Source: an optimization exercise on an open RTL-to-GDS flow (aim: small area, a short achievable clock period and few clock cycles per item). Production flows keep margins and buffers that such runs may drop.
Function was checked by simulation only, so behaviour that the tests miss may differ from the original.
Power and IR drop assume default switching activity.

green:
==> module div_unit, before the edit <==
module div_unit
(
    input  logic        clk,
    input  logic        rst,
    input  logic        issue,           
    input  logic [2:0]  funct3,          
    input  logic [6:0]  opcode,
    input  logic [4:0]  rd,
    input  logic [5:0]  pd,
    input  logic [2:0]  rob_idx,
    input  logic [31:0] pc,
    input  logic [31:0] ps1_value,
    input  logic [31:0] ps2_value,
    output logic        ready,           
    input  logic        cdb_dequeue,     
    output logic        res_valid,
    output logic [4:0]  res_rd,
    output logic [5:0]  res_pd,
    output logic [2:0]  res_rob_idx,
    output logic [31:0] res_value,
    output logic [31:0] res_rs1_value,
    output logic [31:0] res_rs2_value,
    output logic [31:0] res_pc,
    output logic [31:0] res_pc_next,
    output logic [6:0]  res_opcode
);
function automatic logic [5:0] bitlen(input logic [31:0] x);
    bitlen = 6'd0;
    for (int i = 0; i < 32; i++)
        if (x[i]) bitlen = i + 1;
endfunction
function automatic logic [31:0] or_down(input logic [31:0] x);
    or_down = x;
    or_down = or_down | (or_down >> 1);
    or_down = or_down | (or_down >> 2);
    or_down = or_down | (or_down >> 4);
    or_down = or_down | (or_down >> 8);
    or_down = or_down | (or_down >> 16);
endfunction
function automatic logic [31:0] or_up(input logic [31:0] x);
    or_up = x << 1;
    or_up = or_up | (or_up << 1);
    or_up = or_up | (or_up << 2);
    or_up = or_up | (or_up << 4);
    or_up = or_up | (or_up << 8);
    or_up = or_up | (or_up << 16);
endfunction
logic s_idle, s_setup, s_iter, s_done;
logic [31:0] a_r, b_r, pc_r;
logic [6:0]  opcode_r;
logic [4:0]  rd_r;
logic [5:0]  pd_r;
logic [2:0]  rob_r;
logic        rem_r;       
logic        sa_r, sb_r;  
logic        quick_r;     
logic [5:0]  lb_r;        
logic [5:0]  n_r;         
logic [31:0] r_r;         
logic [31:0] q_r;         
logic        sgn_i, sa_i, sb_i, dbz_i, quick_i;
logic [31:0] ma_i, mb_i, pa_i;
assign sgn_i = ~funct3[0];
assign sa_i  = sgn_i & ps1_value[31];
assign sb_i  = sgn_i & ps2_value[31];
assign dbz_i = (ps2_value == 32'd0);
assign ma_i  = ps1_value ^ {32{sa_i}};
assign mb_i  = ps2_value ^ {32{sb_i}};
assign pa_i  = or_down(ma_i);
assign quick_i = dbz_i | (|(mb_i & ~(sa_i ? {pa_i[30:0], 1'b1} : pa_i)));
logic [31:0] fx_in, fx_out;
logic        fx_neg;
assign fx_in  = s_setup ? a_r : (rem_r ? r_r : q_r);
assign fx_neg = s_setup ? sa_r : (~quick_r & (rem_r ? sa_r : (sa_r ^ sb_r)));
assign fx_out = fx_in ^ ({32{fx_neg}} & or_up(fx_in));
logic [5:0]  n_diff, n_set;
assign n_diff = n_r - lb_r + 6'd1;
assign n_set  = n_diff[5] ? 6'd32 : {n_diff[5:1] + {4'd0, n_diff[0]}, 1'b0};
logic [31:0] rot1, rot2, rot3, rot, lowmask;
assign rot1    = n_set[1] ? {fx_out[1:0], fx_out[31:2]} : fx_out;
assign rot2    = n_set[2] ? {rot1[3:0],   rot1[31:4]}   : rot1;
assign rot3    = n_set[3] ? {rot2[7:0],   rot2[31:8]}   : rot2;
assign rot     = n_set[4] ? {rot3[15:0],  rot3[31:16]}  : rot3;
assign lowmask = 32'hffffffff >> n_set;
logic [35:0] r4, nb1, nb2, d1, d2, d3, cs_s, cs_c;
logic        c_b;
logic [1:0]  qdig;
logic [31:0] r_next;
assign c_b  = ~sb_r;
assign r4   = {2'b00, r_r, q_r[31:30]};
assign nb1  = {4'b1111, b_r ^ {32{c_b}}};
assign nb2  = {nb1[34:0], c_b};
assign d1   = r4 + nb1 + {35'd0, c_b};
assign d2   = r4 + nb2 + {35'd0, c_b};
assign cs_s = r4 ^ nb1 ^ nb2;
assign cs_c = {((r4[34:0] & nb1[34:0]) | (r4[34:0] & nb2[34:0]) | (nb1[34:0] & nb2[34:0])), c_b};
assign d3   = cs_s + cs_c + {35'd0, c_b};
always_comb begin
    if (!d3[35])      begin qdig = 2'd3; r_next = d3[31:0]; end
    else if (!d2[35]) begin qdig = 2'd2; r_next = d2[31:0]; end
    else if (!d1[35]) begin qdig = 2'd1; r_next = d1[31:0]; end
    else              begin qdig = 2'd0; r_next = r4[31:0]; end
end
assign ready     = s_idle | (s_done & cdb_dequeue);
assign res_valid = s_done;
always_ff @(posedge clk) begin
    if (rst) begin
        s_idle  <= 1'b1;
        s_setup <= 1'b0;
        s_iter  <= 1'b0;
        s_done  <= 1'b0;
    end else begin
        s_setup <= issue & ~quick_i;
        s_iter  <= s_setup | (s_iter & (n_r != 6'd2));
        s_done  <= (issue & quick_i) | (s_iter & (n_r == 6'd2)) | (s_done & ~cdb_dequeue);
        s_idle  <= (s_idle & ~issue) | (s_done & cdb_dequeue & ~issue);
    end
end
always_ff @(posedge clk) begin
    if (issue) begin
        a_r      <= ps1_value;
        b_r      <= ps2_value;
        pc_r     <= pc;
        opcode_r <= opcode;
        rd_r     <= rd;
        pd_r     <= pd;
        rob_r    <= rob_idx;
        rem_r    <= funct3[1];
        sa_r     <= sa_i;
        sb_r     <= sb_i;
        quick_r  <= quick_i;
        lb_r     <= bitlen(mb_i);
        n_r      <= bitlen(ma_i) + {5'd0, sa_i};
    end else if (s_setup) begin
        n_r      <= n_set;
    end else if (s_iter) begin
        n_r      <= n_r - 6'd2;
    end
end
always_ff @(posedge clk) begin
    if (issue) begin
        r_r <= ps1_value;
        q_r <= {32{dbz_i}};
    end else if (s_setup) begin
        r_r <= rot & lowmask;
        q_r <= rot & ~lowmask;
    end else if (s_iter) begin
        r_r <= r_next;
        q_r <= {q_r[29:0], qdig};
    end
end
logic [31:0] pc_carry;
assign pc_carry = {~or_up(~{pc_r[31:2], 2'b11})};
assign res_rd        = rd_r;
assign res_pd        = pd_r;
assign res_rob_idx   = rob_r;
assign res_value     = fx_out;
assign res_rs1_value = a_r;
assign res_rs2_value = b_r;
assign res_pc        = pc_r;
assign res_pc_next   = {pc_r[31:2] ^ pc_carry[31:2], pc_r[1:0]};
assign res_opcode    = opcode_r;
endmodule
clock: 5.5 ns
lec_check: 0
abc_area: 1
cap_margin: 20
core_margin: 2
core_utilization: 50
place_density: 0.65
setup_slack_margin: 1.0
slew_margin: 20
standard.sh (not shown) runs the stock make flow with config.mk's settings and CLKGATE_MAP_FILE= SYNTH_SCRIPT=/design/flow/synth_recipe.tcl, a recipe that flattens the netlist after the stock synthesis.
==> flow/flow/run.sh <==
#!/bin/bash
export BUFFER_PORTS_ARGS="-buffer_cell sky130_fd_sc_hd__buf_1"
bash standard.sh > standard.log 2>&1
Testbench counts of green, summed over its fixed seeds: cycles 17,896, ops 3,200.
Relative to green, the following input files were edited for orange:
--- a/flow/design.v
+++ b/flow/design.v
@@ -381,10 +381,10 @@
 logic        rem_r;       
 logic        sa_r, sb_r;  
-logic        quick_r;     
+logic        sel_a, sel_r, sel_q, neg_r;  
 logic [5:0]  lb_r;        
 logic [5:0]  n_r;         
 logic [31:0] r_r;         
 logic [31:0] q_r;         
-logic        sgn_i, sa_i, sb_i, dbz_i, quick_i;
+logic        sgn_i, sa_i, sb_i, dbz_i, one_i, quick_i;
 logic [31:0] ma_i, mb_i, pa_i;
 assign sgn_i = ~funct3[0];
@@ -392,13 +392,15 @@
 assign sb_i  = sgn_i & ps2_value[31];
 assign dbz_i = (ps2_value == 32'd0);
+assign one_i = (ps2_value == 32'd1) | (sgn_i & (ps2_value == 32'hffffffff));
 assign ma_i  = ps1_value ^ {32{sa_i}};
 assign mb_i  = ps2_value ^ {32{sb_i}};
 assign pa_i  = or_down(ma_i);
-assign quick_i = dbz_i | (|(mb_i & ~(sa_i ? {pa_i[30:0], 1'b1} : pa_i)));
-logic [31:0] fx_in, fx_out;
-logic        fx_neg;
-assign fx_in  = s_setup ? a_r : (rem_r ? r_r : q_r);
-assign fx_neg = s_setup ? sa_r : (~quick_r & (rem_r ? sa_r : (sa_r ^ sb_r)));
-assign fx_out = fx_in ^ ({32{fx_neg}} & or_up(fx_in));
+assign quick_i = dbz_i | one_i | (|(mb_i & ~(sa_i ? {pa_i[30:0], 1'b1} : pa_i)));
+logic [31:0] fx_out;
+div_signfix fix (
+    .a(a_r), .r(r_r), .q(q_r),
+    .sel_a(sel_a), .sel_r(sel_r), .sel_q(sel_q), .neg(neg_r),
+    .y(fx_out)
+);
 logic [5:0]  n_diff, n_set;
 assign n_diff = n_r - lb_r + 6'd1;
@@ -456,9 +458,16 @@
         sa_r     <= sa_i;
         sb_r     <= sb_i;
-        quick_r  <= quick_i;
+        sel_a    <= ~quick_i | (funct3[1] ^ one_i);
+        sel_r    <= 1'b0;
+        sel_q    <= quick_i & ~funct3[1] & ~one_i;
+        neg_r    <= ~quick_i ? sa_i : (one_i & ~funct3[1] & sb_i);
         lb_r     <= bitlen(mb_i);
         n_r      <= bitlen(ma_i) + {5'd0, sa_i};
     end else if (s_setup) begin
         n_r      <= n_set;
+        sel_a    <= 1'b0;
+        sel_r    <= rem_r;
+        sel_q    <= ~rem_r;
+        neg_r    <= rem_r ? sa_r : (sa_r ^ sb_r);
     end else if (s_iter) begin
         n_r      <= n_r - 6'd2;
@@ -467,5 +476,4 @@
 always_ff @(posedge clk) begin
     if (issue) begin
-        r_r <= ps1_value;
         q_r <= {32{dbz_i}};
     end else if (s_setup) begin
@@ -489,2 +497,25 @@
 assign res_opcode    = opcode_r;
 endmodule
+module div_signfix
+(
+    input  logic [31:0] a,
+    input  logic [31:0] r,
+    input  logic [31:0] q,
+    input  logic        sel_a,
+    input  logic        sel_r,
+    input  logic        sel_q,
+    input  logic        neg,
+    output logic [31:0] y
+);
+logic [31:0] x, lo;
+assign x = ({32{sel_a}} & a) | ({32{sel_r}} & r) | ({32{sel_q}} & q);
+always_comb begin
+    lo = x << 1;
+    lo = lo | (lo << 1);
+    lo = lo | (lo << 2);
+    lo = lo | (lo << 4);
+    lo = lo | (lo << 8);
+    lo = lo | (lo << 16);
+end
+assign y = x ^ ({32{neg}} & lo);
+endmodule
[summary]
Diff green -> orange: netlist area before placement up 340 um^2, initial antenna violation count up 1.
From green to orange the numbers moved as follows: net total in the final layout up 98; adder-cell share of the synthesized area barely changed; critical path depth ~0 delta; aggregate global routing overflow was more or less identical.
orange vs green — total design power dropped by more than a quarter
Looking at multi-input gate share of the layout cell area, orange sits 1.1 points lower than green does.
Looking only at routability-driven placement congestion ratio, and setting everything else aside, the lower value of green and orange goes to green.
Going from green to orange, final HPWL from detailed placement grows by about 7%.
orange ended up with a lower area added between synthesis and finish than green did.
Testbench counts of orange, summed over its fixed seeds: cycles 16,505, ops 3,200.

[static timing again, ports no longer ideal]
The results above use ideal ports. As a check the final layouts listed here were re-extracted and re-timed, cells and wires unchanged. Step 1 sets driving cells, clkbuf_16 on the clock port and buf_2 on the other inputs (assumed; they add their load-dependent delay and slew). Step 2 moves the port delays by t, midway between the first and last clock arrival at a register: inputs arrive t later, outputs are due t later. That takes back most of the time a late clock gives input paths. Three values: ideal, step 1, step 2; two values: the first two.
run | t (ns) | setup WS [ns] | slew at the worst register clock pin (ns) | pins driven straight from the clock port
green | 0.583 | 1.151 / 1.096 / 0.795 | 0.07 / 0.07 | 1
orange | 0.605 | 1.155 / 1.102 / 0.835 | 0.07 / 0.07 | 1
After both steps every run listed still meets setup and hold. For green, which loses most, drivers alone change the setup slack by -0.055 ns; drivers and shift together by -0.356 ns.
